From an optimization exercise on the open Yosys and OpenROAD flow, aimed at small area; shortcuts taken in it are not production practice. The RTL was checked by simulation tests, not by an equivalence proof against the original design. The clock port is modelled as an ideal driver; clocking choices that lean on that would not hold on a real chip. Power is estimated from default activity; no workload was simulated.

==> inputs of job 1535 <==
==> flow/design.v <==
`timescale 1ns / 1ps
module debouncer(
  input  clk,
  input  button,
  output bounce_state
  );
  reg sync_to_clk0;
  reg sync_to_clk1;
  reg debounce_temp;
  reg [8:0] counter;
  wire differ = debounce_temp ^ sync_to_clk1;
  wire last   = ((counter & 9'h0cf) == 9'h08a);
  always @ (posedge clk) begin
    sync_to_clk0 <= button;
    sync_to_clk1 <= sync_to_clk0;
    counter <= (differ & ~last) ? {~counter[7:0], counter[8] ^ counter[4]} : 9'h150;
    if (differ & last)
      debounce_temp <= sync_to_clk1;
  end
  assign bounce_state = debounce_temp;
endmodule
`timescale 1ns / 1ps
module clk_div(
    input        sys_clk,
    input        rst,
    output       fast_rise,
    output       twohz_rise,
    output       onehz_rise,
    output       blink_clk,
    output [1:0] d
    );
    reg       g;
    reg [4:0] c;
    reg [1:0] d_r;
    reg       e;
    reg [2:0] q;
    wire c_end = c[4] & ~c[3] & ~c[1];
    wire step  = c_end & ~g;
    always @ (posedge sys_clk) begin
        g <= ~rst & ~g;
        c <= (rst | c_end) ? 5'b00000 : {~c[3:0], c[4] ^ c[1]};
        if (rst) begin
            d_r <= 2'b00;
            e <= 1'b0;
            q <= 3'b000;
        end
        else if (step) begin
            d_r <= {d_r[0], ~d_r[1]};
            if (d_r == 2'b10)
                e <= ~e;
            q <= {q[1:0], ~(q[2] | q[1])};
        end
    end
    wire q0    = ~q[2] & ~q[0];           
    wire mid   = c_end & g;               
    assign fast_rise  = step;
    assign twohz_rise = mid & q0 & (d_r == 2'b11);
    assign onehz_rise = mid & q0 & (d_r == 2'b00) & e;
    assign blink_clk  = d_r[0] ^ d_r[1] ^ q[0] ^ q[1];
    assign d = d_r;
endmodule
`timescale 1ns / 1ps
module sel_adj(
	input  adj,
	input  onehz_clk,
	input  twohz_clk,
	output which_clk
    );
	assign which_clk = adj ? twohz_clk : onehz_clk;
endmodule
`timescale 1ns / 1ps
module counter(
	input        clk,
	input        onehz_clk,
	input        twohz_clk,
	input        pause,
	input        rst,
	input        sel,
	input        adj,
	output [2:0] min_10s,
	output [3:0] min_1s,
	output [2:0] sec_10s,
	output [3:0] sec_1s
    );
	reg [2:0] m10;
	reg [3:0] m1;
	reg [2:0] s10;
	reg [3:0] s1;
	reg is_pause;
	reg pause_prev;
	wire tick;
	sel_adj adjust(.adj(adj), .onehz_clk(onehz_clk), .twohz_clk(twohz_clk), .which_clk(tick));
	always @ (posedge clk) begin
		pause_prev <= pause;
		if (rst)
			is_pause <= 1'b0;
		else if (pause && !pause_prev)
			is_pause <= ~is_pause;
	end
	wire run    = tick & ~is_pause;
	wire sec_en = run & (~adj | sel);
	wire s1_9  = s1[3] & s1[0];
	wire s10_5 = s10[2] & s10[0];
	wire m1_9  = m1[3] & m1[0];
	wire min_en = run & (adj ? ~sel : (s1_9 & s10_5));
	wire s10_en = sec_en & s1_9;
	wire m10_en = min_en & m1_9;
	wire [3:0] s1_t = {sec_en & s1[0] & (s1[3] | (s1[2] & s1[1])), sec_en & s1[0] & s1[1], sec_en & s1[0] & ~s1[3], sec_en};
	wire [2:0] s10_t = {s10_en & s10[0] & (s10[2] | s10[1]), s10_en & s10[0] & ~s10[2], s10_en};
	wire [3:0] m1_t = {min_en & m1[0] & (m1[3] | (m1[2] & m1[1])), min_en & m1[0] & m1[1], min_en & m1[0] & ~m1[3], min_en};
	wire [2:0] m10_t = {m10_en & m10[0] & (m10[2] | m10[1]), m10_en & m10[0] & ~m10[2], m10_en};
	always @ (posedge clk) begin
		s1  <= rst ? 4'd0 : s1 ^ s1_t;
		s10 <= rst ? 3'd0 : s10 ^ s10_t;
		m1  <= rst ? 4'd0 : m1 ^ m1_t;
		m10 <= rst ? 3'd0 : m10 ^ m10_t;
	end
	assign min_10s = m10;
	assign min_1s  = m1;
	assign sec_10s = s10;
	assign sec_1s  = s1;
endmodule
`timescale 1ns / 1ps
module separate_digits(
	input  [1:0] d,
	input  [2:0] min_10s,
	input  [3:0] min_1s,
	input  [2:0] sec_10s,
	input  [3:0] sec_1s,
	output [3:0] digit
    );
	assign digit = d[1] ? (d[0] ? {1'b0, sec_10s} : sec_1s)
	                    : (d[0] ? min_1s : {1'b0, min_10s});
endmodule
`timescale 1ns / 1ps
module display(
	input  [3:0] placeholder,
	output [6:0] cathode_vec
   );
	wire [3:0] a = placeholder;
	wire n00 = ~(a[1] & a[0]);
	wire n01 = ~(a[2] & n00);
	wire n03 = ~(a[1] | a[0]);
	wire n04 = ~(a[2] & a[3]);
	wire n06 = ~(a[3] | n03);
	wire n07 = ~(a[1] | a[3]);
	wire n08 = ~((a[0] & n07) | a[2]);
	assign cathode_vec[0] = ~((a[2] & n06) | n08);
	assign cathode_vec[1] = ~((n01 | n03) & n04);
	assign cathode_vec[2] = ~((~a[1] | a[3] | a[2] | a[0]) & n04);
	assign cathode_vec[3] = (a[1] & a[0] & a[2]) | cathode_vec[0];
	assign cathode_vec[4] = (~a[1] | a[3] | a[0]) & (a[0] | a[2]);
	assign cathode_vec[5] = ~((~n01 | n03 | a[3]) & n04);
	assign cathode_vec[6] = (a[3] | n01) & (a[2] | n07);
endmodule
`timescale 1ns / 1ps
module final_display(
	input        clk,
	input        rst,
	input        fast_en,
	input        blink_clk,
	input        sel,
	input        adj,
	input  [1:0] d,
	input  [3:0] digit_value,
	output [6:0] cathode_vec,
	output [3:0] anode_vec
    );
	reg [3:0] code;
	wire blank = adj & (d[1] ~^ sel) & ~blink_clk;
	always @ (posedge clk) begin
		if (rst)
			code <= 4'he;
		else if (fast_en)
			code <= blank ? 4'hf : digit_value;
	end
	wire off = code[3] & code[2] & ~code[0];
	display seg_dec(.placeholder(code), .cathode_vec(cathode_vec));
	assign anode_vec[3] = off | (d != 2'b01);
	assign anode_vec[2] = off | (d != 2'b11);
	assign anode_vec[1] = off | (d != 2'b10);
	assign anode_vec[0] = off | (d != 2'b00);
endmodule
`timescale 1ns / 1ps
module top(
	input        sel,
	input        adj,
	input        rst,
	input        pause,
	input        clk,
	output [3:0] anode_vec,
	output [6:0] cathode_vec
    );
	wire rst_db, pause_db, sel_db, adj_db;
	debouncer pause_db_func(.clk(clk), .button(pause), .bounce_state(pause_db));
	debouncer rst_db_func(.clk(clk), .button(rst), .bounce_state(rst_db));
	debouncer sel_db_func(.clk(clk), .button(sel), .bounce_state(sel_db));
	debouncer adj_db_func(.clk(clk), .button(adj), .bounce_state(adj_db));
	wire fast_rise, twohz_rise, onehz_rise, blink_clk;
	wire [1:0] d;
	clk_div clock_divider(.sys_clk(clk), .rst(rst_db), .fast_rise(fast_rise), .twohz_rise(twohz_rise),
		.onehz_rise(onehz_rise), .blink_clk(blink_clk), .d(d));
	wire [2:0] min_10s, sec_10s;
	wire [3:0] min_1s, sec_1s;
	counter min_sec_counter(.clk(clk), .onehz_clk(onehz_rise), .twohz_clk(twohz_rise), .pause(pause_db),
		.rst(rst_db), .sel(sel_db), .adj(adj_db),
		.min_10s(min_10s), .min_1s(min_1s), .sec_10s(sec_10s), .sec_1s(sec_1s));
	wire [3:0] digit_value;
	separate_digits digits(.d(d), .min_10s(min_10s), .min_1s(min_1s), .sec_10s(sec_10s),
		.sec_1s(sec_1s), .digit(digit_value));
	final_display cathode_and_anode(.clk(clk), .rst(rst_db), .fast_en(fast_rise), .blink_clk(blink_clk),
		.sel(sel_db), .adj(adj_db), .d(d),
		.digit_value(digit_value), .cathode_vec(cathode_vec), .anode_vec(anode_vec));
endmodule
==> flow/flow/run.sh <==
#!/bin/bash
# Layout flow: the standard flow (standard.sh) with these changes:
#  - synthesis maps logic with an area-oriented ABC script (abc_area.script:
#    AIG optimisation with &deepsyn, then dch and amap) instead of ORFS's
#    speed script; everything else in
#    synthesis, including synth_recipe.tcl's flags, flattening and renaming, is
#    unchanged, so the registers are the standard synthesis's;
#  - synthesis skips ORFS's half/full adder extraction (ADDER_MAP_FILE empty):
#    the design has no adders, and the pass only turned XOR/AND pairs into
#    larger half-adder cells;
#  - port buffers are sky130_fd_sc_hd__buf_1;
#  - CTS builds its tree from clkbuf_4 without dummy loads; post_cts.tcl then
#    upsizes any clock buffer whose clock-pin slew estimate is high.
set -euo pipefail
HERE=$(pwd)
F=$HERE/flow

# ORFS's synth.tcl, with the ABC script replaced
sed "s#^source \$::env(SCRIPTS_DIR)/synth_preamble.tcl#&\nset abc_args [lreplace \$abc_args 1 1 $F/abc_area.script]#" \
  "$FLOW_HOME/scripts/synth.tcl" > "$HERE/synth_core.tcl"
sed "s#source \$::env(SCRIPTS_DIR)/synth.tcl#source $HERE/synth_core.tcl#" \
  synth_recipe.tcl > "$HERE/synth_area.tcl"
grep -q "abc_area.script" "$HERE/synth_core.tcl"
grep -q "synth_core.tcl" "$HERE/synth_area.tcl"

export BUFFER_PORTS_ARGS="-buffer_cell sky130_fd_sc_hd__buf_1"
export CTS_ARGS="-sink_clustering_enable -repair_clock_nets -dont_use_dummy_load -buf_list sky130_fd_sc_hd__clkbuf_4 -root_buf sky130_fd_sc_hd__clkbuf_4"
export POST_CTS_TCL="$F/post_cts.tcl"

bash standard.sh SYNTH_SCRIPT="$HERE/synth_area.tcl" ADDER_MAP_FILE= finish > "$HERE/flow.log" 2>&1
==> flow/flow/abc_area.script <==
strash
&get -n
&deepsyn -I 4 -J 50 -T 60
&put
dch -f
amap
topo
==> flow/flow/post_cts.tcl <==
# After CTS: upsize any clock buffer whose flip-flop clock pins would see a
# slew above the target, then legalise placement again.
set target 0.112
if { [info exists ::env(CLK_SLEW_TARGET)] } { set target $::env(CLK_SLEW_TARGET) }
set_propagated_clock [all_clocks]
estimate_parasitics -placement
set changed 0
foreach inst [get_cells *] {
  set ref [get_property $inst ref_name]
  if { ![string match "sky130_fd_sc_hd__clkbuf_*" $ref] } { continue }
  set out [get_pins -of_objects $inst -filter "direction == output"]
  set worst 0
  foreach p [get_pins -of_objects [get_nets -of_objects $out] -filter "direction == input"] {
    set s [get_property $p slew_max]
    if { $s > $worst } { set worst $s }
  }
  set next ""
  if { $worst > $target } {
    switch $ref {
      sky130_fd_sc_hd__clkbuf_1 { set next sky130_fd_sc_hd__clkbuf_2 }
      sky130_fd_sc_hd__clkbuf_2 { set next sky130_fd_sc_hd__clkbuf_4 }
      sky130_fd_sc_hd__clkbuf_4 { set next sky130_fd_sc_hd__clkbuf_8 }
      sky130_fd_sc_hd__clkbuf_8 { set next sky130_fd_sc_hd__clkbuf_16 }
    }
  }
  puts "clock buffer [get_full_name $inst] $ref worst load slew $worst -> $next"
  if { $next ne "" } {
    replace_cell $inst $next
    incr changed
  }
}
if { $changed } {
  detailed_placement
  estimate_parasitics -placement
}
==> flow/standard.sh <==
#!/bin/bash
# synth_recipe.tcl (not shown) runs the flow's synth.tcl, then flattens the netlist and writes it again
# the make line also repeats each setting of config.mk as NAME=value (left out here)
make -C /OpenROAD-flow-scripts/flow DESIGN_CONFIG=/design/flow/config.mk WORK_HOME=/design/flow/orfs CLKGATE_MAP_FILE= SYNTH_SCRIPT=/design/flow/synth_recipe.tcl "${@:-finish}"
==> flow/config.mk <==
export PLATFORM = sky130hd
export DESIGN_NAME = top
export DESIGN_NICKNAME = top
export VERILOG_FILES = /design/flow/design.v
export SDC_FILE = /design/flow/constraint.sdc
export NUM_CORES = 4
export LEC_CHECK = 0
export CAP_MARGIN = 20
export CORE_MARGIN = 2
export CORE_UTILIZATION = 40
export SLEW_MARGIN = 20
==> flow/constraint.sdc <==
create_clock -name core_clock -period 10.0 [get_ports {clk}]
set_input_delay 2.0000 -clock core_clock [delete_from_list [all_inputs] [get_ports {clk}]]
set_output_delay 2.0000 -clock core_clock [all_outputs]
set_load 0.01 [all_outputs]
==> job 6511 (differences from job 1535) <==
==> flow/design.v, changed modules only <==
module counter(
	input        clk,
	input        onehz_clk,
	input        twohz_clk,
	input        pause,
	input        rst,
	input        sel,
	input        adj,
	output [2:0] min_10s,
	output [3:0] min_1s,
	output [2:0] sec_10s,
	output [3:0] sec_1s
    );
	reg [2:0] m10;
	reg [3:0] m1;
	reg [2:0] s10;
	reg [3:0] s1;
	reg is_pause;
	reg pause_prev;
	wire tick;
	sel_adj adjust(.adj(adj), .onehz_clk(onehz_clk), .twohz_clk(twohz_clk), .which_clk(tick));
	always @ (posedge clk) begin
		pause_prev <= pause;
		if (rst)
			is_pause <= 1'b0;
		else if (pause && !pause_prev)
			is_pause <= ~is_pause;
	end
	wire run    = tick & ~is_pause;
	wire s1_end = (s1 == 4'd9);
	wire s_end  = s1_end & (s10 == 3'd5);
	wire m1_end = (m1 == 4'd9);
	wire sec_en = run & (~adj | sel);
	wire min_en = run & (adj ? ~sel : s_end);
	always @ (posedge clk) begin
		if (rst) begin
			s1 <= 4'd0; s10 <= 3'd0;
		end
		else if (sec_en) begin
			s1 <= s1_end ? 4'd0 : s1 + 4'd1;
			if (s1_end)
				s10 <= (s10 == 3'd5) ? 3'd0 : s10 + 3'd1;
		end
	end
	always @ (posedge clk) begin
		if (rst) begin
			m1 <= 4'd0; m10 <= 3'd0;
		end
		else if (min_en) begin
			m1 <= m1_end ? 4'd0 : m1 + 4'd1;
			if (m1_end)
				m10 <= (m10 == 3'd5) ? 3'd0 : m10 + 3'd1;
		end
	end
	assign min_10s = m10;
	assign min_1s  = m1;
	assign sec_10s = s10;
	assign sec_1s  = s1;
endmodule
module final_display(
	input        clk,
	input        rst,
	input        fast_en,
	input        blink_clk,
	input        sel,
	input        adj,
	input  [1:0] d,
	input  [3:0] digit_value,
	output [6:0] cathode_vec,
	output [3:0] anode_vec
    );
	reg [3:0] code;
	reg       started;
	wire blank = adj & (d[1] ~^ sel) & ~blink_clk;
	always @ (posedge clk) begin
		if (rst) begin
			code <= 4'hf;
			started <= 1'b0;
		end
		else if (fast_en) begin
			code <= blank ? 4'hf : digit_value;
			started <= 1'b1;
		end
	end
	display seg_dec(.placeholder(code), .cathode_vec(cathode_vec));
	assign anode_vec[3] = ~(started & (d == 2'b01));
	assign anode_vec[2] = ~(started & (d == 2'b11));
	assign anode_vec[1] = ~(started & (d == 2'b10));
	assign anode_vec[0] = ~(started & (d == 2'b00));
endmodule
==> flow/run.sh (new file) <==
#!/bin/bash
# synth_recipe.tcl (not shown) runs the flow's synth.tcl, then flattens the netlist and writes it again
# the make line also repeats each setting of config.mk as NAME=value (left out here)
make -C /OpenROAD-flow-scripts/flow DESIGN_CONFIG=/design/flow/config.mk WORK_HOME=/design/flow/orfs CLKGATE_MAP_FILE= SYNTH_SCRIPT=/design/flow/synth_recipe.tcl finish
removed: flow/flow/run.sh
removed: flow/flow/abc_area.script
removed: flow/flow/post_cts.tcl
removed: flow/standard.sh
==> job 9125 (differences from job 1535) <==
==> flow/design.v, changed modules only <==
module counter(
	input        clk,
	input        onehz_clk,
	input        twohz_clk,
	input        pause,
	input        rst,
	input        sel,
	input        adj,
	output [2:0] min_10s,
	output [3:0] min_1s,
	output [2:0] sec_10s,
	output [3:0] sec_1s
    );
	reg [2:0] m10;
	reg [3:0] m1;
	reg [2:0] s10;
	reg [3:0] s1;
	reg is_pause;
	reg pause_prev;
	wire tick;
	sel_adj adjust(.adj(adj), .onehz_clk(onehz_clk), .twohz_clk(twohz_clk), .which_clk(tick));
	always @ (posedge clk) begin
		pause_prev <= pause;
		if (rst)
			is_pause <= 1'b0;
		else if (pause && !pause_prev)
			is_pause <= ~is_pause;
	end
	wire run    = tick & ~is_pause;
	wire s1_end = (s1 == 4'd9);
	wire s_end  = s1_end & (s10 == 3'd5);
	wire m1_end = (m1 == 4'd9);
	wire sec_en = run & (~adj | sel);
	wire min_en = run & (adj ? ~sel : s_end);
	always @ (posedge clk) begin
		if (rst) begin
			s1 <= 4'd0; s10 <= 3'd0;
		end
		else if (sec_en) begin
			s1 <= s1_end ? 4'd0 : s1 + 4'd1;
			if (s1_end)
				s10 <= (s10 == 3'd5) ? 3'd0 : s10 + 3'd1;
		end
	end
	always @ (posedge clk) begin
		if (rst) begin
			m1 <= 4'd0; m10 <= 3'd0;
		end
		else if (min_en) begin
			m1 <= m1_end ? 4'd0 : m1 + 4'd1;
			if (m1_end)
				m10 <= (m10 == 3'd5) ? 3'd0 : m10 + 3'd1;
		end
	end
	assign min_10s = m10;
	assign min_1s  = m1;
	assign sec_10s = s10;
	assign sec_1s  = s1;
endmodule
module final_display(
	input        clk,
	input        rst,
	input        fast_en,
	input        blink_clk,
	input        sel,
	input        adj,
	input  [1:0] d,
	input  [3:0] digit_value,
	output [6:0] cathode_vec,
	output [3:0] anode_vec
    );
	reg [3:0] code;
	reg       started;
	wire blank = adj & (d[1] ~^ sel) & ~blink_clk;
	always @ (posedge clk) begin
		if (rst) begin
			code <= 4'hf;
			started <= 1'b0;
		end
		else if (fast_en) begin
			code <= blank ? 4'hf : digit_value;
			started <= 1'b1;
		end
	end
	display seg_dec(.placeholder(code), .cathode_vec(cathode_vec));
	assign anode_vec[3] = ~(started & (d == 2'b01));
	assign anode_vec[2] = ~(started & (d == 2'b11));
	assign anode_vec[1] = ~(started & (d == 2'b10));
	assign anode_vec[0] = ~(started & (d == 2'b00));
endmodule
--- a/flow/flow/run.sh
+++ b/flow/flow/run.sh
@@ -2,11 +2,7 @@
 # Layout flow: the standard flow (standard.sh) with these changes:
 #  - synthesis maps logic with an area-oriented ABC script (abc_area.script:
-#    AIG optimisation with &deepsyn, then dch and amap) instead of ORFS's
-#    speed script; everything else in
+#    strash; dch -f; amap) instead of ORFS's speed script; everything else in
 #    synthesis, including synth_recipe.tcl's flags, flattening and renaming, is
 #    unchanged, so the registers are the standard synthesis's;
-#  - synthesis skips ORFS's half/full adder extraction (ADDER_MAP_FILE empty):
-#    the design has no adders, and the pass only turned XOR/AND pairs into
-#    larger half-adder cells;
 #  - port buffers are sky130_fd_sc_hd__buf_1;
 #  - CTS builds its tree from clkbuf_4 without dummy loads; post_cts.tcl then
@@ -28,3 +24,3 @@
 export POST_CTS_TCL="$F/post_cts.tcl"
 
-bash standard.sh SYNTH_SCRIPT="$HERE/synth_area.tcl" ADDER_MAP_FILE= finish > "$HERE/flow.log" 2>&1
+bash standard.sh SYNTH_SCRIPT="$HERE/synth_area.tcl" finish > "$HERE/flow.log" 2>&1
==> flow/flow/abc_area.script (replaced) <==
strash
dch -f
amap
topo
==> qor summary <==
Run status: job 1535 finished clean; job 9125 finished clean; job 6511 finished clean
Number of clock sinks: job 1535 80; job 9125 81; job 6511 81
DP Cell Count: job 1535 376; job 9125 395; job 6511 426
Fraction of area in clock buffers and inverters: job 1535 3.212%; job 9125 3.076%; job 6511 5.246%
Net count of the mapped netlist: job 1535 289; job 9125 308; job 6511 326
Post-route worst hold slack: job 1535 0.3305 ns; job 9125 0.3308 ns; job 6511 0.3270 ns
Sequential share of cell area: job 1535 56.94%; job 9125 55.20%; job 6511 47.08%
Bufs w/o clock: job 1535 15; job 9125 16; job 6511 17
Area of the multi-input gates: job 1535 890.9 um^2; job 9125 991.0 um^2; job 6511 0.001356 mm^2
Relative slew slack: job 1535 38.41%; job 9125 42.18%; job 6511 67.47%
Clock network power: job 1535 0.000151 W; job 9125 0.000150 W; job 6511 0.000222 W
Final design utilization: job 1535 45.40%; job 9125 44.80%; job 6511 46.40%
Internal cell power: job 1535 0.0003877 W; job 9125 0.0003943 W; job 6511 0.0004369 W
Switching share of power: job 1535 20.09%; job 9125 19.85%; job 6511 23.13%

==> re-timing with driven ports <==
Ports are ideal in the flow. The routed layouts listed here were re-timed in OpenROAD.
Step 1 assumes that a clkbuf_16 drives the clock port and a buf_2 every other input.
Step 2 times the ports against the registers' clock, not the clock port: input delays grow and output delays shrink by t, the midpoint of the rising clock arrivals with the driver on.
Slacks: ideal ports / drivers / drivers and shift; pairs: ideal ports / drivers.
| run | t (ns) | setup slack, ns | hold slack, ns |
|---|---|---|---|
| job 1535 | 0.358 | 6.378 / 6.351 / 6.710 | 0.330 / 0.330 / 0.330 |
| job 6511 | 0.376 | 6.163 / 6.135 / 6.511 | 0.327 / 0.327 / 0.327 |
| job 9125 | 0.351 | 6.199 / 6.171 / 6.522 | 0.331 / 0.331 / 0.331 |
After both steps setup and hold are still met in every run listed.
